From an optimization exercise on the open Yosys and OpenROAD flow, aimed at small area; shortcuts taken in it are not production practice.
No run shown here included a check of the RTL's function; only the layout flow was run.
Power is estimated from default activity; no workload was simulated.

--- design/flow/flow/run.sh ---
#!/bin/bash
# Standard layout, unchanged; full tool output goes to standard.log.
bash standard.sh > standard.log 2>&1
--- design/flow/standard.sh ---
#!/bin/bash
# synth_recipe.tcl (not shown) runs the flow's synth.tcl, then flattens the netlist and writes it again
# the make line also repeats each setting of config.mk as NAME=value (left out here)
make -C /OpenROAD-flow-scripts/flow DESIGN_CONFIG=/design/flow/config.mk WORK_HOME=/design/flow/orfs CLKGATE_MAP_FILE= SYNTH_SCRIPT=/design/flow/synth_recipe.tcl "${@:-finish}"
--- design/flow/config.mk ---
export PLATFORM = sky130hd
export DESIGN_NAME = shizhong
export DESIGN_NICKNAME = shizhong
export VERILOG_FILES = /design/flow/design.v
export SDC_FILE = /design/flow/constraint.sdc
export NUM_CORES = 4
export LEC_CHECK = 0
export ABC_AREA = 1
export CAP_MARGIN = 20
export CORE_MARGIN = 2
export CORE_UTILIZATION = 40
export SLEW_MARGIN = 20
--- design/flow/constraint.sdc ---
create_clock -name core_clock -period 10.0 [get_ports {clk}]
set_input_delay 2.0000 -clock core_clock [delete_from_list [all_inputs] [get_ports {clk}]]
set_output_delay 2.0000 -clock core_clock [all_outputs]
set_load 0.01 [all_outputs]
--- design/flow/design.v ---
module beep(clk, rst_n, key, beep_out);
	input clk, rst_n;
	input [3:0] key;
	output reg beep_out;
	localparam [15:0] X  = 16'hd020;   
	localparam [15:0] T0 = 16'hdc20;   
	localparam [15:0] T1 = 16'hd164;   
	localparam [15:0] T2 = 16'hd133;   
	localparam [15:0] T3 = 16'h9130;   
	reg [15:0] s;
	reg [15:0] lim;
	always @(*)
		case (key)
			4'b1110: lim = T0;
			4'b1101: lim = T1;
			4'b1011: lim = T2;
			4'b0111: lim = T3;
			default: lim = X;
		endcase
	wire eq = (s == lim);
	wire f = s[15] ^ s[13] ^ s[11] ^ s[0] ^ ~|s[14:0];
	always @(posedge clk or negedge rst_n)
		if (!rst_n) begin
			s <= X;
			beep_out <= 1'b1;
		end else begin
			s <= eq ? X : {s[14:0], f};
			beep_out <= beep_out ^ eq;
		end
endmodule
module counter(clk, rst_n, kl, dml, mh, lmh, fl, lfl, fh, lfh, hl, lhl, hh, lhh);
	input clk, rst_n;
	input [3:0] kl;
	output reg [3:0] dml;
	output reg [2:0] mh, fh;
	output reg [3:0] fl, hl;
	output reg [1:0] hh;
	output reg lmh, lfh, lhh;
	output reg [1:0] lfl, lhl;
	reg stop;
	reg [7:0] tc;    
	reg [3:0] ml;
	wire flag   = tc[7] & tc[6] & tc[2] & tc[1] & tc[0];
	wire ovf_ml = ml[3] & ml[1];
	wire ovf_mh = mh[2] & mh[1];
	wire ovf_fl = fl[3] & fl[1];
	wire ovf_fh = fh[2] & fh[1];
	wire ovf_h  = hh[1] ? hl[2] : (hl[3] & hl[1]);
	wire st_ml  = flag | kl[2];
	wire st_mh  = ovf_ml;
	wire st_fl  = ovf_mh | kl[3];
	wire st_fh  = ovf_fl;
	wire st_hl  = ovf_fh | kl[1];
	always @(posedge clk or negedge rst_n)
		if (!rst_n) begin
			stop <= 1'b0;
			tc <= 8'd0;
			ml <= 4'd0; mh <= 3'd0; fl <= 4'd0; fh <= 3'd0; hl <= 4'd0; hh <= 2'd0;
			lhh <= 1'b0;
		end else begin
			stop <= stop ^ kl[0];
			if (!stop) tc <= flag ? 8'd0 : tc + 8'd1;
			if (ovf_ml) ml <= 4'd0; else if (st_ml) ml <= ml + 4'd1;
			if (ovf_mh) mh <= 3'd0; else if (st_mh) mh <= mh + 3'd1;
			if (ovf_fl) fl <= 4'd0; else if (st_fl) fl <= fl + 4'd1;
			if (ovf_fh) fh <= 3'd0; else if (st_fh) fh <= fh + 3'd1;
			if (ovf_h)  hl <= 4'd0; else if (st_hl) hl <= hl + 4'd1;
			if (ovf_h)  hh <= hh[1] ? 2'd0 : hh + 2'd1;
			lhh <= ovf_h;
		end
	always @(posedge clk) begin
		if (!ovf_ml && !st_ml) dml <= ml;
		lmh <= ovf_mh | st_mh;
		lfh <= ovf_fh | st_fh;
		lfl <= (ovf_fl | st_fl) ? lfl + 2'd1 : 2'd0;
		lhl <= (ovf_h  | st_hl) ? lhl + 2'd1 : 2'd0;
	end
endmodule
module display(clk, rst_n, dml, mh, lmh, fl, lfl, fh, lfh, hl, lhl, hh, lhh, sel, seg);
	input clk, rst_n;
	input [3:0] dml, fl, hl;
	input [2:0] mh, fh;
	input [1:0] hh, lfl, lhl;
	input lmh, lfh, lhh;
	output reg [2:0] sel;
	output [7:0] seg;
	reg [2:0] dc;
	reg [3:0] sd;    
	wire dc4 = dc[2] & ~dc[1];
	wire dc0 = ~dc[2] & ~dc[0];
	wire s5 = sel[2] & ~sel[1] & sel[0];
	wire [2:0] sel_n = dc0 ? (s5 ? 3'd0 : sel + 3'd1) : sel;
	reg [3:0] c, m;
	reg [1:0] lag;
	always @(*)
		case (sel_n)
			3'd0: begin c = {2'b00, hh}; lag = {1'b0, lhh}; m = 4'd3; end
			3'd1: begin c = hl; lag = lhl; m = (hh == 2'd0) ? 4'd5 : 4'd11; end
			3'd2: begin c = {1'b0, fh}; lag = {1'b0, lfh}; m = 4'd6; end
			3'd3: begin c = fl; lag = lfl; m = 4'd11; end
			3'd4: begin c = {1'b0, mh}; lag = {1'b0, lmh}; m = 4'd6; end
			default: begin c = dml; lag = 2'd0; m = 4'd10; end
		endcase
	wire [4:0] diff = {1'b0, c} - {3'b000, lag};
	wire [3:0] val = diff[4] ? diff[3:0] + m : diff[3:0];
	always @(posedge clk or negedge rst_n)
		if (!rst_n) begin
			dc <= 3'd0;
			sel <= 3'd7;
		end else begin
			dc <= {dc[1], dc[0], ~(dc[2] | dc[1])};
			sel <= sel_n;
		end
	always @(posedge clk)
		if (!dc4) sd <= val;
	wire [3:0] v = sd;
	wire [6:0] s;
	assign s[0] = (v[2]&~v[1]&~v[0]) | (~v[3]&~v[2]&~v[1]&v[0]);
	assign s[1] = v[2] & (v[1] ^ v[0]);
	assign s[2] = ~v[2] & v[1] & ~v[0];
	assign s[3] = (v[2]&~v[1]&~v[0]) | (v[2]&v[1]&v[0]) | (~v[3]&~v[2]&~v[1]&v[0]);
	assign s[4] = v[0] | (v[2]&~v[1]);
	assign s[5] = (v[1]&v[0]) | (~v[2]&v[1]) | (~v[3]&~v[2]&v[0]);
	assign s[6] = (v[2]&v[1]&v[0]) | (~v[3]&~v[2]&~v[1]);
	assign seg = {1'b1, s | {7{~rst_n}}};
endmodule
module key_module(clk, rst_n, key, kl);
	input clk, rst_n;
	input [3:0] key;
	output reg [3:0] kl;
	reg [5:0] kc;
	reg kp;          
	wire k40 = kc[4] & kc[3] & ~kc[1] & ~kc[0];
	always @(posedge clk)
		kp <= ~&key;
	always @(posedge clk or negedge rst_n)
		if (!rst_n) begin
			kc <= 6'h02;
			kl <= 4'd0;
		end else begin
			kc <= k40 ? 6'h02 : {kc[4:0], kc[5] ^ kc[0]};
			kl <= {4{k40 & kp}} & ~key;
		end
endmodule
module shizhong(clk, key, rst_n, seg, sel, beep_out);
	input clk, rst_n;
	input [3:0] key;
	output [7:0] seg;
	output [2:0] sel;
	output beep_out;
	wire [3:0] kl;
	wire [3:0] dml, fl, hl;
	wire [2:0] mh, fh;
	wire [1:0] hh, lfl, lhl;
	wire lmh, lfh, lhh;
	key_module key_module(.clk(clk), .rst_n(rst_n), .key(key), .kl(kl));
	counter counter(.clk(clk), .rst_n(rst_n), .kl(kl), .dml(dml),
		.mh(mh), .lmh(lmh), .fl(fl), .lfl(lfl), .fh(fh), .lfh(lfh),
		.hl(hl), .lhl(lhl), .hh(hh), .lhh(lhh));
	display display(.clk(clk), .rst_n(rst_n), .dml(dml),
		.mh(mh), .lmh(lmh), .fl(fl), .lfl(lfl), .fh(fh), .lfh(lfh),
		.hl(hl), .lhl(lhl), .hh(hh), .lhh(lhh), .sel(sel), .seg(seg));
	beep beep(.clk(clk), .rst_n(rst_n), .key(key), .beep_out(beep_out));
endmodule
==> impl_metrics.toml, run 1 <==
[drt]
highest_layer = "met4"
wl_per_cell_um = 11.7
wl_met1_um = 3600
wl_um = 7190
wl_met3_um = 192
drt_iter0_drc = 120
viasPerCell = 4.68
vias = 2869
drc = 0
first_pass_iters = 4
drtAntennaViolNets = 0
routed-wl-met2_um = 3300

[logic_synthesis]
synth-simple-area-share = 0.255
syn-num-nets = 474
synth_fa_ha_area_frac = 0.0520
synth-seq-cells = 78
synth.top_cell.area_share = 0.347
yosys-top-cells-area = "dfrtp_1 (35%), inv_1 (7.5%), nand2_1 (7.4%), edfxtp_1 (6.2%), dfstp_2 (6.1%)"
netlist_top_cells_count = "inv_1 (78), nand2_1 (77), dfrtp_1 (54)"
synthMuxAreaShare = 0
ys_async_sr_fraction = 0.808
yosysTopAreaCell = "dfrtp_1"
synth_xor_area_frac = 0.0247
synth_cells = 453
seq_area_frac_synth = 0.505
synth_ff_type = "dfrtp_1"
ys_types = 41
yosys_warnings = 4
synth_area_per_cell_um2 = 8.61
syn_area_um2 = 3900
yosysMostFrequentCell = "inv_1"
synth-edff-count = 8
synth_top_family_by_area = "simple AND/OR/NAND/NOR gates"
synth-compound-area-share = 0.0725

[die]
std_cell_rows = 36
die_x_um = 103
coreArea_um2 = 9590
dieArea_um2 = 10600
die_h_um = 103
start_util = 0.406
ioPinCount = 18

[global_route]
grt_pass1_wl_um = 12300
track_usage = 0.150
grt_overflow = 0
grt_pass1_vias = 2678
grt_max_degree = 71
antenna_found_initial = 0

[timing]
tns_ns = 0
max_slew.worst_pin.slew_ns = 0.846
finalHoldViolations = 0
fin_crit_sh = 0.555
whs_ns = 0.371
drv_slew = 0
setup_viol = 0
fin_crit_ns = 5.55
skew_ns = 0.00733
rsz0062_at_grt = "no"
slew_headroom = 0.436
fmax_mhz = 180

[run_status]
outcome = "timing/DRC/antenna clean"

[placement]
dp_hpwl_um = 5340
port-buffer-count = 16
place_congestion = 0.826

[critical_path]
crit_arrival_ns = 3.55
rr_startpoint = "display.sel[0]"
critPathTopFamily = "buffers and inverters"
worst_setup_path_end_kind = "primary output"
required_ns = 8.00
worstPathCellList = "buf_2, buf_4, o311ai_0, clkdlybuf4s50_1"
crit_path_top_delay_cell = "buf_4"
path_class = "input port to primary output"
crit_fanout = 70
crit_buf_inv = 3
cp-startpoint = "rst_n"
cpPeakStageDelay_ns = 0.65
start_kind = "input port"

[cts]
ctsHoldBuffers = 0
clkTransAtPathRegs_ns = 0.08
post_cts_resized = 0
cts.htree.levels = 3
cts_tree = "done"
clk_path_buf_depth = 2
cts-buffers-inserted = 9
insertion_delay_ns = 0.35
cts.sinks = 78
cts_setup_buffers = 0
clock-root-buffer = "clkbuf_8"

[final_layout]
antennaDiodeCount = 0
final_nets = 496
final_layout_size_suffix_gt1_frac = 0.117
syn_to_final_growth_pct = 12.3
seqCellArea_um2 = 1970
multi_input_area_um2 = 1580
fill_cells = 961

[power]
p_per_area_nw_per_um2 = 170
vdd_drop_max_v = 0.0000986
p_leak_nw = 2.23

[run]
drv_cap = 0

[worst_hold_path]
worstHoldPathType = "register to register"
hp-start = "beep.s[3]"
==> through the flow <==
step	setup slack (ns)	std cells	utilization	power (W)	instance area, µm²
after floorplan	5.80	453	-	0.000497	3900
after global placement	4.39	597	0.437	0.000526	4190
after detailed placement	4.36	597	0.437	0.000530	4190
after CTS	4.36	613	0.456	0.000752	4380
after global routing	4.15	613	0.456	0.000792	4380
final	4.45	613	0.456	0.000744	4380
==> path summary, 6_finish.rpt <==
kind	to	slack, ns	depth (start not counted)
worst max-delay path	seg[5]	4.45	4
max in group asynchronous	display.dc[1]	7.61	2
worst max register to register	display.sd[3]	5.96	25
min in group asynchronous	counter.tc[4]	1.84	2
worst min register to register	beep.s[4]	0.37	0
worst min-delay path	beep.s[4]	0.37	0
==> sequential cells by signal, indices dropped and copies added, names as in the netlist, 2 cells and up <==
| name | flops |
|---|---|
| display.sel | 3 |
| counter.fl | 4 |
| key_module.kl | 4 |
| counter.lhl | 2 |
| counter.lfl | 2 |
| counter.dml | 4 |
| counter.fh | 3 |
| beep.s | 16 |
| display.sd | 4 |
| counter.ml | 4 |
| counter.mh | 3 |
| counter.hh | 2 |
| counter.tc | 8 |
| display.dc | 3 |
| counter.hl | 4 |
| key_module.kc | 6 |
==> area by class of cell <==
type | instances | area share
Sequential cell | 78 | 0.450
Clock inverter | 4 | 0.00629
Timing Repair Buffer | 17 | 0.0372
Clock buffer | 12 | 0.0354
Tap cell | 133 | 0.0380
Multi-Input combinational cell | 286 | 0.361
Inverter | 83 | 0.0723
==> routing by layer <==
layer,vias up,global-route usage
met5,-,0
met4,0,0.0523
met2,37,0.231
met3,7,0.0346
li1,1479,-
met1,1346,0.209
==> cell families after synthesis <==
family	Yosys count
buf+inv	89
fa+ha+maj	15
compound gates	50
xor+xnor	11
simple gates	209
flops	78
other cells	1
==> placed cells by master, fill, tap and decap left out, types with 9 or more instances in the layout <==
master / count
inv_1: 78
nand2_1: 77
dfrtp_1: 54
nor2_1: 51
nand3_1: 29
a21oi_1: 21
o21ai_0: 17
clkdlybuf4s50_1: 15
ha_1: 13
clkbuf_8: 11
nor3_1: 10
nand2_2: 9
dfstp_2: 9
==> worst register-to-register path: stages (launching register included) <==
cell      delay [ns]
dfstp_2         0.59
ha_1            0.18
inv_1           0.04
nand2_1         0.05
nand2_1         0.06
nand2_2         0.24
nand3_1         0.29
o221ai_1        0.30
o22ai_1         0.12
ha_1            0.20
inv_1           0.08
fa_1            0.26
inv_1           0.06
nand3_1         0.13
nand2_1         0.09
ha_1            0.34
nand2_1         0.08
nand2_1         0.04
a31oi_1         0.23
inv_1           0.07
nand2_1         0.07
nand2_1         0.07
inv_1           0.05
nand2_1         0.04
nand3_1         0.06
nand2_1         0.05
==> report_power, final <==
part / switching, W / internal [W]
sequential: 0.0000341 / 0.000375
clock: 0.000117 / 0.000105
combinational: 0.0000637 / 0.0000496
==> run 2: changes to the inputs <==
--- a/design/flow/design.v
+++ b/design/flow/design.v
@@ -91,17 +91,26 @@
 	wire s5 = sel[2] & ~sel[1] & sel[0];
 	wire [2:0] sel_n = dc0 ? (s5 ? 3'd0 : sel + 3'd1) : sel;
-	reg [3:0] c, m;
+	reg [3:0] c;
 	reg [1:0] lag;
 	always @(*)
 		case (sel_n)
-			3'd0: begin c = {2'b00, hh}; lag = {1'b0, lhh}; m = 4'd3; end
-			3'd1: begin c = hl; lag = lhl; m = (hh == 2'd0) ? 4'd5 : 4'd11; end
-			3'd2: begin c = {1'b0, fh}; lag = {1'b0, lfh}; m = 4'd6; end
-			3'd3: begin c = fl; lag = lfl; m = 4'd11; end
-			3'd4: begin c = {1'b0, mh}; lag = {1'b0, lmh}; m = 4'd6; end
-			default: begin c = dml; lag = 2'd0; m = 4'd10; end
+			3'd0: begin c = {2'b00, hh}; lag = {1'b0, lhh}; end
+			3'd1: begin c = hl; lag = lhl; end
+			3'd2: begin c = {1'b0, fh}; lag = {1'b0, lfh}; end
+			3'd3: begin c = fl; lag = lfl; end
+			3'd4: begin c = {1'b0, mh}; lag = {1'b0, lmh}; end
+			default: begin c = dml; lag = 2'd0; end
 		endcase
 	wire [4:0] diff = {1'b0, c} - {3'b000, lag};
-	wire [3:0] val = diff[4] ? diff[3:0] + m : diff[3:0];
+	wire [3:0] r = diff[3:0];
+	reg [3:0] w;
+	always @(*)
+		case (sel_n)
+			3'd0: w = 4'd2;
+			3'd1: w = (hh == 2'd0) ? {3'b001, ~r[0]} : {3'b100, ~r[0]};
+			3'd3: w = {3'b100, ~r[0]};
+			default: w = 4'd5;
+		endcase
+	wire [3:0] val = diff[4] ? w : r;
 	always @(posedge clk or negedge rst_n)
 		if (!rst_n) begin
==> design/flow/run.sh (new file) <==
#!/bin/bash
# synth_recipe.tcl (not shown) runs the flow's synth.tcl, then flattens the netlist and writes it again
# the make line also repeats each setting of config.mk as NAME=value (left out here)
make -C /OpenROAD-flow-scripts/flow DESIGN_CONFIG=/design/flow/config.mk WORK_HOME=/design/flow/orfs CLKGATE_MAP_FILE= SYNTH_SCRIPT=/design/flow/synth_recipe.tcl finish
--- a/design/flow/config.mk
+++ b/design/flow/config.mk
@@ -10,3 +10,4 @@
 export CORE_MARGIN = 2
 export CORE_UTILIZATION = 40
+export CTS_BUF_LIST = sky130_fd_sc_hd__clkbuf_8
 export SLEW_MARGIN = 20
removed: design/flow/flow/run.sh
removed: design/flow/standard.sh
==> run 2 against run 1 <==
  * Core utilization grew 0.64 points
  * Sequential power down 15%
  * Critical endpoint unchanged
  * Cell count shrank 5.1%
  * Clock-buffer cell count shrank 1
  * Synthesized cell count is 1.8% lower
==> impl_metrics.toml, run 2 <==
[logic_synthesis]
yosys_warnings = 4
ys_types = 42
synth-simple-area-share = 0.267
ys_async_sr_fraction = 0.808
netlist_top_cells_count = "nand2_1 (79), inv_1 (73), nor2_1 (64)"
synth_ff_type = "dfrtp_1"
synth_area_per_cell_um2 = 8.51
seq_area_frac_synth = 0.519
yosysMostFrequentCell = "nand2_1"
syn_area_um2 = 3790
synthMuxAreaShare = 0
synth.top_cell.area_share = 0.357
synth_top_family_by_area = "simple AND/OR/NAND/NOR gates"
synth_xor_area_frac = 0.0277
synth-compound-area-share = 0.0618
syn-num-nets = 462
synth_fa_ha_area_frac = 0.0383
synth-edff-count = 8
synth_cells = 445
yosysTopAreaCell = "dfrtp_1"
yosys-top-cells-area = "dfrtp_1 (36%), nand2_1 (7.8%), inv_1 (7.2%), edfxtp_1 (6.3%), nor2_1 (6.3%)"
synth-seq-cells = 78

[critical_path]
critPathTopFamily = "buffers and inverters"
crit_buf_inv = 2
crit_fanout = 8
worst_setup_path_end_kind = "primary output"
worstPathCellList = "buf_2, o311ai_0, clkdlybuf4s50_1"
path_class = "input port to primary output"
crit_arrival_ns = 2.90
cpPeakStageDelay_ns = 0.60
start_kind = "input port"
crit_path_top_delay_cell = "clkdlybuf4s50_1"
required_ns = 8.00

[final_layout]
final_layout_size_suffix_gt1_frac = 0.108
antennaDiodeCount = 0
seqCellArea_um2 = 1970
multi_input_area_um2 = 1500
syn_to_final_growth_pct = 12.3
regMostFlops = "beep.s"
top_regs = "beep.s x16, counter.tc x8, key_module.kc x6"
final_nets = 483
final_common_cell = "nand2_1"
layout_common_cells = "nand2_1 (79), inv_1 (75), nor2_1 (64), dfrtp_1 (54), nand3_1 (26)"
fill_cells = 890
largest_reg_flops = 16

[die]
die_h_um = 101
coreArea_um2 = 9200
die_x_um = 101
std_cell_rows = 35
ioPinCount = 18
dieArea_um2 = 10300
start_util = 0.412

[run_status]
outcome = "timing/DRC/antenna clean"

[power]
vdd_drop_max_v = 0.0000665
p_comb_frac = 0.073
p_per_area_nw_per_um2 = 148
p_leak_nw = 2.10
netSwitchingFraction = 0.233
finalPower_w = 0.000628
internal-power_w = 0.000482
switching_power_w = 0.000146
clkPwrFrac = 0.375
power_frac_seq = 0.552

[cts]
post_cts_resized = 0
ctsHoldBuffers = 0
cts-buffers-inserted = 9
clkTransAtPathRegs_ns = 0.08
cts.htree.levels = 3
insertion_delay_ns = 0.34
clk_path_buf_depth = 2
cts.sinks = 78
clock-root-buffer = "clkbuf_8"
cts_tree = "done"
cts_setup_buffers = 0

[global_route]
grt_pass1_vias = 2588
grt_pass1_wl_um = 11700
grt_overflow = 0
grt_max_degree = 64
antenna_found_initial = 0
track_usage = 0.146

[drt]
drc = 0
vias = 2769
first_pass_iters = 4
drtAntennaViolNets = 0
drt_iter0_drc = 110
wl_um = 6640
wl_per_cell_um = 11.4
viasPerCell = 4.76

[timing]
max_slew.worst_pin.slew_ns = 0.780
fin_crit_ns = 4.90
fin_crit_sh = 0.490
fmax_mhz = 204
slew_headroom = 0.480
whs_ns = 0.382
tns_ns = 0
setup_viol = 0
drv_slew = 0
skew_ns = 0.00946
finalHoldViolations = 0
rsz0062_at_grt = "no"

[placement]
port-buffer-count = 16
place_congestion = 0.899
dp_hpwl_um = 4930

[worst_hold_path]
worstHoldPathType = "register to register"

[run]
drv_cap = 0
==> run 2: cell count changes after synthesis, sizes merged, moves of 2 or more <==
cell	previous run	this run
and3	4	2
nor3	10	12
inv	83	74
o221ai	3	0
o2111ai	0	2
or2	3	1
nand2	90	93
ha	13	10
o21bai	2	0
a21oi	21	14
nor2	57	70
nand3	29	27
==> run 2: cell families after synthesis <==
| logic type | after synthesis |
|---|---|
| AND/OR/NAND/NOR | 219 |
| adder cells (fa/ha/maj) | 11 |
| flip-flops | 78 |
| AO/OA/AOI/OAI | 42 |
| other | 1 |
| XOR/XNOR | 12 |
| buffers and inverters | 82 |
==> run 2: worst paths after layout <==
path                                start            end  slack [ns]  depth (start not counted)
min                             beep.s[7]      beep.s[8]        0.38                          0
max reg2reg                display.sel[0]  display.sd[2]        7.08                         16
max                                 rst_n         seg[5]        5.10                          3
max in group asynchronous           rst_n      beep.s[0]        7.46                          2
min in group asynchronous           rst_n  counter.tc[4]        2.01                          2
min reg2reg                     beep.s[7]      beep.s[8]        0.38                          0
==> run 2: per-layer routing <==
layer | wire length, µm | up-vias | GRT usage
met3 | 207 | 6 | 0.0331
met2 | 3000 | 40 | 0.224
met4 | 90 | 0 | 0.0613
met1 | 3340 | 1267 | 0.202
met5 | 0 | - | 0
li1 | - | 1456 | -
==> run 2: area by class of cell <==
class                           count  share of cell area
Clock buffer                       11              0.0356
Multi-Input combinational cell    285               0.353
Inverter                           75              0.0665
Tap cell                          111              0.0326
Clock inverter                      5              0.0118
Sequential cell                    78               0.463
Timing Repair Buffer               17              0.0382
==> run 2: power by group through the flow <==
stage                     registers [W]  clock network [W]  logic (W)
after floorplan                0.000350                  0  0.0000313
after global placement         0.000352                  0  0.0000446
after detailed placement       0.000353                  0  0.0000467
after CTS                      0.000347           0.000242  0.0000471
after global routing           0.000349           0.000257  0.0000546
final                          0.000347           0.000236  0.0000456
==> run 2: worst reg2reg max path, stage by stage (launching register included) <==
cell       delay, ns
dfstp_2         0.59
ha_1            0.19
inv_1           0.04
nand2_1         0.07
nand2_2         0.05
nand2_2         0.18
inv_1           0.16
nor2_1          0.22
nand2_1         0.07
o2111ai_1       0.09
o22ai_1         0.10
ha_1            0.24
fa_1            0.37
inv_1           0.11
nor2_4          0.07
o21ai_1         0.07
nand2_1         0.06
==> run 2: through the flow <==
stage          setup slack, ns  instance area [µm²]  cells  utilization
6_report                  5.10                 4250    582        0.463
5_1_grt                   5.04                 4250    582        0.463
4_1_cts                   5.08                 4250    582        0.463
3_5_place_dp              5.08                 4050    566        0.441
3_3_place_gp              5.10                 4050    566        0.441
2_1_floorplan             5.80                 3790    445            -
==> run 3: changes to the inputs <==
--- a/design/flow/config.mk
+++ b/design/flow/config.mk
@@ -10,4 +10,4 @@
 export CORE_MARGIN = 2
 export CORE_UTILIZATION = 40
-export CTS_BUF_LIST = sky130_fd_sc_hd__clkbuf_8
+export CTS_BUF_LIST = sky130_fd_sc_hd__clkbuf_4 sky130_fd_sc_hd__clkbuf_8
 export SLEW_MARGIN = 20
==> run 3 against run 2 <==
  * Still clean on timing, DRC and antenna
  * Synthesized cell count unchanged
  * Hold slack about the same
  * Cell count unchanged
  * Flip-flop and latch count unchanged
  * Area after synthesis unchanged
  * Via count increased by 0.11%
  * Sequential power about the same
  * Sequential share of layout area decreased by 0.082 points
  * Critical endpoint unchanged
  * Largest cell class unchanged
==> impl_metrics.toml, run 3 <==
[logic_synthesis]
syn_area_um2 = 3790
synth-compound-area-share = 0.0618
synth_cells = 445
yosysMostFrequentCell = "nand2_1"
synth-seq-cells = 78
synth_xor_area_frac = 0.0277
yosys_warnings = 4
synth_fa_ha_area_frac = 0.0383
synthMuxAreaShare = 0
synth.top_cell.area_share = 0.357
synth-simple-area-share = 0.267
ys_types = 42
syn-num-nets = 462
ys_async_sr_fraction = 0.808
synth_ff_type = "dfrtp_1"
synth-edff-count = 8
seq_area_frac_synth = 0.519
synth_top_family_by_area = "simple AND/OR/NAND/NOR gates"
netlist_top_cells_count = "nand2_1 (79), inv_1 (73), nor2_1 (64)"
synth_area_per_cell_um2 = 8.51
yosys-top-cells-area = "dfrtp_1 (36%), nand2_1 (7.8%), inv_1 (7.2%), edfxtp_1 (6.3%), nor2_1 (6.3%)"
yosysTopAreaCell = "dfrtp_1"

[critical_path]
required_ns = 8.00
worst_setup_path_end_kind = "primary output"
r2r-end = "display.sd[2]"
r2r_slack_ns = 7.08
crit_arrival_ns = 2.90
path_class = "input port to primary output"
crit_fanout = 8
start_kind = "input port"
reg2reg_depth = 16
rr_startpoint = "display.sel[0]"

[worst_hold_path]
hold_path_depth = 0
hp-start = "beep.s[7]"
worstHoldPathType = "register to register"
holdPathEnd = "beep.s[8]"

[drt]
viasPerCell = 4.76
wl_per_cell_um = 11.5
drtAntennaViolNets = 0
first_pass_iters = 4
vias = 2772
drt_iter0_drc = 77
wl_um = 6670
drc = 0

[power]
p_per_area_nw_per_um2 = 149
vdd_drop_max_v = 0.0000663
p_leak_nw = 2.10

[final_layout]
instances_no_fill = 582
final_layout_size_suffix_gt1_frac = 0.113
final_nets = 483
final_common_cell = "nand2_1"
largest_reg_flops = 16
antennaDiodeCount = 0
layout_common_cells = "nand2_1 (79), inv_1 (73), nor2_1 (64), dfrtp_1 (54), nand3_1 (26)"
syn_to_final_growth_pct = 12.5
top_regs = "beep.s x16, counter.tc x8, key_module.kc x6"
finalInstanceArea_um2 = 4260
regMostFlops = "beep.s"

[timing]
fin_crit_sh = 0.490
setup_viol = 0
fmax_mhz = 204
fin_crit_ns = 4.90
rsz0062_at_grt = "no"
finalHoldViolations = 0
tns_ns = 0
slew_headroom = 0.491
skew_ns = 0.00984
drv_slew = 0
max_slew.worst_pin.slew_ns = 0.764

[die]
std_cell_rows = 35
die_h_um = 101
die_x_um = 101
dieArea_um2 = 10300
coreArea_um2 = 9200
ioPinCount = 18
start_util = 0.412

[placement]
port-buffer-count = 16
dp_cells = 566
dp_hpwl_um = 4930
placed_cell_area_um2 = 4050
place_congestion = 0.899

[cts]
cts.htree.levels = 3
clock-root-buffer = "clkbuf_8"
ctsHoldBuffers = 0
cts_setup_buffers = 0
cts_tree = "done"
insertion_delay_ns = 0.35
cts-buffers-inserted = 9
post_cts_resized = 0
clk_path_buf_depth = 2
cts.sinks = 78
clkTransAtPathRegs_ns = 0.08

[run]
drv_cap = 0

[global_route]
grt_pass1_wl_um = 11800
grt_pass1_vias = 2596
grt_overflow = 0
grt_max_degree = 64
track_usage = 0.147
antenna_found_initial = 0

[run_status]
outcome = "timing/DRC/antenna clean"
run 3: where the power goes:
group | switching (W) | internal (W) | leakage [nW]
combinational | 0.0000256 | 0.0000201 | 1.08
clock | 0.000109 | 0.000134 | 0.106
sequential | 0.0000119 | 0.000335 | 0.915
total | 0.000146 | 0.000489 | 2.10
run 3: layer usage:
metal | vias up | part of all wire | global-route usage
li1 | 1457 | - | -
met4 | 0 | 0.010 | 0.0644
met5 | - | 0 | 0
met1 | 1276 | 0.51 | 0.204
met2 | 33 | 0.46 | 0.222
met3 | 6 | 0.025 | 0.0331
run 3: worst max-delay path: stages:
cell and delay (ns):
buf_2 0.17, o311ai_0 0.12, clkdlybuf4s50_1 0.60
run 3: layout make-up:
cell class | instances | area [µm²]
clock buffers | 13 | 166
repair buffers | 17 | 163
inverters | 75 | 283
clock inverters | 3 | 42.5
multi-input cells | 285 | 1500
well taps | 111 | 139
flip-flops and latches | 78 | 1970
fillers | 890 | 4930
run 3: through the flow:
step	worst slack (ns)	power [W]	utilization	hold slack, ns
finish	5.10	0.000635	0.463	0.382
global route	5.04	0.000668	0.463	0.392
CTS	5.08	0.000643	0.463	0.380
detailed placement	5.08	0.000400	0.441	0.368
global placement	5.10	0.000396	0.441	0.363
floorplan	5.80	0.000381	-	0.368
run 3: worst max path at each step:
stage | depth (start not counted) | startpoint | slack [ns] | endpoint
after CTS | 3 | rst_n | 5.08 | seg[5]
after global placement | 3 | rst_n | 5.10 | seg[5]
after global routing | 3 | rst_n | 5.04 | seg[5]
after detailed placement | 3 | rst_n | 5.08 | seg[5]
after floorplan | 1 | rst_n | 5.80 | seg[5]
final | 3 | rst_n | 5.10 | seg[5]
run 3: logic make-up (layout without fill, tap and decap cells):
kind of cell             after synthesis  in the layout
buffers and inverters                 82            108
XOR/XNOR                              12             12
AO/OA/AOI/OAI                         42             42
flip-flops                            78             78
AND/OR/NAND/NOR                      219            219
other                                  1              1
adder cells (fa/ha/maj)               11             11
==> run 4: changes to the inputs <==
--- a/design/flow/design.v
+++ b/design/flow/design.v
@@ -52,4 +52,24 @@
 	wire st_fh  = ovf_fl;
 	wire st_hl  = ovf_fh | kl[1];
+	wire en = ~stop;
+	wire [7:0] tc_n;
+	wire [7:0] cy = {en & (&tc[6:0]), en & (&tc[5:0]), en & (&tc[4:0]), en & (&tc[3:0]),
+			en & (&tc[2:0]), en & (&tc[1:0]), en & tc[0], en};
+	wire clr = en & flag;
+	assign tc_n[2:0] = tc[2:0] ^ cy[2:0];
+	assign tc_n[3] = tc[3] ^ (cy[3] & ~(tc[7] & tc[6]));
+	assign tc_n[5:4] = tc[5:4] ^ cy[5:4];
+	assign tc_n[7:6] = (tc[7:6] ^ cy[7:6]) & {2{~clr}};
+	function [3:0] dec_n(input [3:0] q, input st);
+		dec_n = {(q[3] & ~q[1]) | (st & q[0] & q[1] & q[2]),
+			q[2] ^ (st & q[0] & q[1]),
+			(q[1] & ~q[3]) ^ (st & q[0]),
+			(q[0] ^ st) & ~(q[3] & q[1])};
+	endfunction
+	function [2:0] sex_n(input [2:0] q, input st);
+		sex_n = {(q[2] & ~q[1]) | (st & q[0] & q[1]),
+			(q[1] & ~q[2]) ^ (st & q[0]),
+			q[0] ^ st};
+	endfunction
 	always @(posedge clk or negedge rst_n)
 		if (!rst_n) begin
@@ -60,11 +80,11 @@
 		end else begin
 			stop <= stop ^ kl[0];
-			if (!stop) tc <= flag ? 8'd0 : tc + 8'd1;
-			if (ovf_ml) ml <= 4'd0; else if (st_ml) ml <= ml + 4'd1;
-			if (ovf_mh) mh <= 3'd0; else if (st_mh) mh <= mh + 3'd1;
-			if (ovf_fl) fl <= 4'd0; else if (st_fl) fl <= fl + 4'd1;
-			if (ovf_fh) fh <= 3'd0; else if (st_fh) fh <= fh + 3'd1;
+			tc <= tc_n;
+			ml <= dec_n(ml, st_ml);
+			mh <= sex_n(mh, st_mh);
+			fl <= dec_n(fl, st_fl);
+			fh <= sex_n(fh, st_fh);
 			if (ovf_h)  hl <= 4'd0; else if (st_hl) hl <= hl + 4'd1;
-			if (ovf_h)  hh <= hh[1] ? 2'd0 : hh + 2'd1;
+			if (ovf_h)  hh <= {hh[0], ~hh[0] & ~hh[1]};
 			lhh <= ovf_h;
 		end
==> design/flow/flow/run.sh (new file) <==
#!/bin/bash
# Layout flow: the standard flow (standard.sh, same make targets and
# settings) with these changes:
#  - synthesis maps the logic with an area-oriented ABC script (area.abc)
#    instead of ORFS's, which buffers and upsizes for speed; the flip-flops
#    are mapped before ABC runs, exactly as in the standard synthesis;
#  - input and output ports are buffered with buf_1 cells;
#  - the clock tree is built from small clock buffers, without dummy loads.
# Each tool's full output is in orfs/logs/; make's output is in flow.log.
set -euo pipefail
W=$(pwd)
cat flow/abc_override.tcl synth_recipe.tcl > my_synth.tcl
sed -e "s|SYNTH_SCRIPT=[^ ]*synth_recipe.tcl|SYNTH_SCRIPT=$W/my_synth.tcl|" standard.sh > my_standard.sh
grep -q "SYNTH_SCRIPT=$W/my_synth.tcl" my_standard.sh
export MY_ABC_SCRIPT=$W/flow/area.abc
export BUFFER_PORTS_ARGS="-buffer_cell sky130_fd_sc_hd__buf_1"
export CTS_ARGS="-sink_clustering_enable -repair_clock_nets -dont_use_dummy_load -buf_list sky130_fd_sc_hd__clkbuf_8 -root_buf sky130_fd_sc_hd__clkbuf_8 -sink_clustering_size 25"
bash my_standard.sh > flow.log 2>&1
==> design/flow/flow/abc_override.tcl (new file) <==
# Prepended to synth_recipe.tcl: run ABC's technology mapping with the area
# script in MY_ABC_SCRIPT instead of ORFS's. Everything else in the
# synthesis, flip-flop mapping included, is unchanged.
proc abc {args} {
  set i [lsearch -exact $args -script]
  if { $i >= 0 } {
    set args [lreplace $args [expr {$i + 1}] [expr {$i + 1}] $::env(MY_ABC_SCRIPT)]
  }
  yosys abc {*}$args
}
==> design/flow/flow/area.abc (new file) <==
strash
&get -n
&fraig -x
&put
scorr
dc2
strash
&get -n
&dch -f
&nf -a
&put
==> design/flow/standard.sh (new file) <==
#!/bin/bash
# synth_recipe.tcl (not shown) runs the flow's synth.tcl, then flattens the netlist and writes it again
# the make line also repeats each setting of config.mk as NAME=value (left out here)
make -C /OpenROAD-flow-scripts/flow DESIGN_CONFIG=/design/flow/config.mk WORK_HOME=/design/flow/orfs CLKGATE_MAP_FILE= SYNTH_SCRIPT=/design/flow/synth_recipe.tcl "${@:-finish}"
--- a/design/flow/config.mk
+++ b/design/flow/config.mk
@@ -10,4 +10,3 @@
 export CORE_MARGIN = 2
 export CORE_UTILIZATION = 40
-export CTS_BUF_LIST = sky130_fd_sc_hd__clkbuf_4 sky130_fd_sc_hd__clkbuf_8
 export SLEW_MARGIN = 20
removed: design/flow/run.sh
==> run 4 against run 3 <==
  * Clock skew grew 0.018 ns
  * Via count down 19%
  * Hold slack better by 0.014 ns
  * Global-route usage grew 0.43 points
  * Non-clock buffer count grew 1
  * Cell count fell by 26%
  * Area after synthesis is 10% lower
  * Core utilization down 1.1 points
==> impl_metrics.toml, run 4 <==
[worst_hold_path]
worstHoldPathType = "register to register"
hold_path_depth = 0
hp-start = "display.dc[1]"
holdPathEnd = "display.dc[2]"

[cts]
clkTransAtPathRegs_ns = 0.07
ctsHoldBuffers = 0
post_cts_resized = 0
cts.sinks = 78
cts_setup_buffers = 0
cts-buffers-inserted = 9
cts_tree = "done"
clk_path_buf_depth = 2
insertion_delay_ns = 0.35
cts.htree.levels = 3
clock-root-buffer = "clkbuf_8"

[drt]
wl_per_cell_um = 14.3
drtAntennaViolNets = 0
first_pass_iters = 4
wl_um = 6130
viasPerCell = 5.23
drt_iter0_drc = 53
vias = 2249
drc = 0

[final_layout]
final_common_cell = "dfrtp_1"
regMostFlops = "beep.s"
syn_to_final_growth_pct = 9.27
final_layout_size_suffix_gt1_frac = 0.0677
layout_common_cells = "dfrtp_1 (54), nor2_1 (30), nand2_1 (20)"
final_nets = 346
largest_reg_flops = 16
top_regs = "beep.s x16, counter.tc x8, key_module.kc x6"
antennaDiodeCount = 0
fill_cells = 787

[timing]
drv_slew = 0
rsz0062_at_grt = "no"
fmax_mhz = 183
finalHoldViolations = 0
fin_crit_ns = 5.46
skew_ns = 0.0277
tns_ns = 0
max_slew.worst_pin.slew_ns = 0.824
fin_crit_sh = 0.546
slew_headroom = 0.450
setup_viol = 0

[logic_synthesis]
synth_cells = 303
yosys-top-cells-area = "dfrtp_1 (40%), edfxtp_1 (7.1%), dfstp_2 (7.0%), ha_1 (4.4%), dfxtp_1 (4.1%)"
syn_area_um2 = 3400
synth-edff-count = 8
synth.top_cell.area_share = 0.397
netlist_top_cells_count = "dfrtp_1 (54), nor2_1 (30), nand2_1 (20)"
ys_types = 50
synth-seq-cells = 78
yosys_warnings = 4
seq_area_frac_synth = 0.579
yosysMostFrequentCell = "dfrtp_1"
yosysTopAreaCell = "dfrtp_1"
syn-num-nets = 322
synth_area_per_cell_um2 = 11.2
ys_async_sr_fraction = 0.808
synth_ff_type = "dfrtp_1"

[critical_path]
crit_arrival_ns = 3.46
cpPeakStageDelay_ns = 0.62
path_class = "input port to primary output"
reg2reg_depth = 10
required_ns = 8.00
crit_path_top_delay_cell = "buf_4"
worstPathCellList = "buf_2, buf_4, o21ai_0, nor2_1, a21oi_1, a31o_1, buf_1"
crit_fanout = 68
start_kind = "input port"
rr_startpoint = "display.sel[0]"
r2r-end = "display.sd[1]"
r2r_slack_ns = 5.98
worst_setup_path_end_kind = "primary output"

[global_route]
grt_pass1_wl_um = 10700
grt_pass1_vias = 2275
grt_max_degree = 69
grt_overflow = 0
antenna_found_initial = 0
track_usage = 0.151

[die]
dieArea_um2 = 9260
start_util = 0.414
std_cell_rows = 33
die_x_um = 96.2
coreArea_um2 = 8220
die_h_um = 96.2
ioPinCount = 18

[power]
vdd_drop_max_v = 0.0000992
internal-power_w = 0.000495
p_leak_nw = 1.66
clkPwrFrac = 0.260
finalPower_w = 0.000679
switching_power_w = 0.000184
p_per_area_nw_per_um2 = 183
netSwitchingFraction = 0.271
power_frac_seq = 0.618
p_comb_frac = 0.122

[placement]
place_congestion = 0.825
port-buffer-count = 16
dp_hpwl_um = 4310

[run]
drv_cap = 0

[run_status]
outcome = "timing/DRC/antenna clean"
## run 4: changes by cell type after synthesis, moves of 14 or more
cell      change
inv_1        -73
nand2_1      -59
nor2_1       -34
nand3_1      -21
nor2b_1      +15
clkinv_1     +14
## run 4: worst max-delay path: cells and delay by family
| family | cells | cell delay, ns |
|---|---|---|
| AOI/OAI and AO/OA | 3 | 0.46 |
| buffers and inverters | 3 | 0.81 |
| and+or+nand+nor | 1 | 0.17 |
## run 4: how the worst max path moves through the flow
stage,startpoint,end,slack [ns],cells past startpoint
CTS,rst_n,seg[3],4.45,7
detailed placement,rst_n,seg[3],4.45,7
global route,rst_n,seg[3],4.28,7
floorplan,rst_n,seg[3],5.44,4
global placement,rst_n,seg[3],4.49,7
finish,rst_n,seg[3],4.54,7
## run 4: kinds of logic after synthesis
kind of cell	after synthesis	synth area share
AOI/OAI and AO/OA	58	0.121
xor gates and xnor gates	18	0.0463
adders and majority gates	13	0.0500
buffers and inverters	19	0.0221
DFF	78	0.579
muxes	4	0.0125
other	1	0.00110
and+or+nand+nor	112	0.169
## run 4: power by group through the flow
stage	clock network (W)	logic, W	registers, W
4_1_cts	0.000182	0.0000846	0.000419
3_5_place_dp	0	0.0000823	0.000424
5_1_grt	0.000195	0.0000951	0.000427
3_3_place_gp	0	0.0000804	0.000422
2_1_floorplan	0	0.0000679	0.000409
6_report	0.000177	0.0000829	0.000420
## run 4: through the flow
stage	utilization	instances	setup slack [ns]	instance area [µm²]	hold WS (ns)
after global placement	0.437	421	4.49	3590	0.373
after CTS	0.452	430	4.45	3720	0.394
after floorplan	-	303	5.44	3400	0.367
after detailed placement	0.437	421	4.45	3590	0.392
after global routing	0.452	430	4.28	3720	0.416
final	0.452	430	4.54	3720	0.396
## run 4: final cells by class
| type | count | area (µm²) | share of cell area |
|---|---|---|---|
| tap | 105 | 131 | 0.0353 |
| clock buffer | 9 | 124 | 0.0333 |
| sequential | 78 | 1970 | 0.529 |
| multi-input combinational | 206 | 1370 | 0.367 |
| timing repair buffer | 18 | 76.3 | 0.0205 |
| inverter | 14 | 52.6 | 0.0141 |
## run 4: per-layer routing
metal | up-vias | track usage | wire length, µm
met2 | 29 | 0.236 | 2860
met1 | 1100 | 0.198 | 2990
met5 | - | 0 | 0
met4 | 0 | 0.0738 | 109
met3 | 12 | 0.0368 | 175
li1 | 1108 | - | -

[afterwards: timing with drivers on the ports]
How much do the figures lean on ideal ports? The routed layouts below were timed once more, with nothing changed but the port constraints.
Step 1 sets driving cells, clkbuf_16 on the clock port and buf_2 on the other inputs (assumed; they add their load-dependent delay and slew).
Step 2 adds t to the input delays and takes it off the output delays; t is the mean of the earliest and latest rising clock arrival at the registers after step 1. Input paths then give back, and output paths get back, about the clock's delay inside the block.
Slacks: no drivers / after step 1 / after step 2; pairs: no drivers / after step 1.
run | t, ns | setup WS [ns] | worst setup path at the end
run 1 | 0.379 | 4.447 / 4.427 / 4.427 | input to output
run 2 | 0.369 | 5.102 / 5.083 / 5.083 | input to output
run 3 | 0.372 | 5.102 / 5.083 / 5.083 | input to output
run 4 | 0.364 | 4.544 / 4.523 / 4.523 | input to output
After both steps setup and hold are still met in every run listed. For run 4, which loses most, drivers alone change the setup slack by -0.021 ns; drivers and shift together by -0.021 ns.
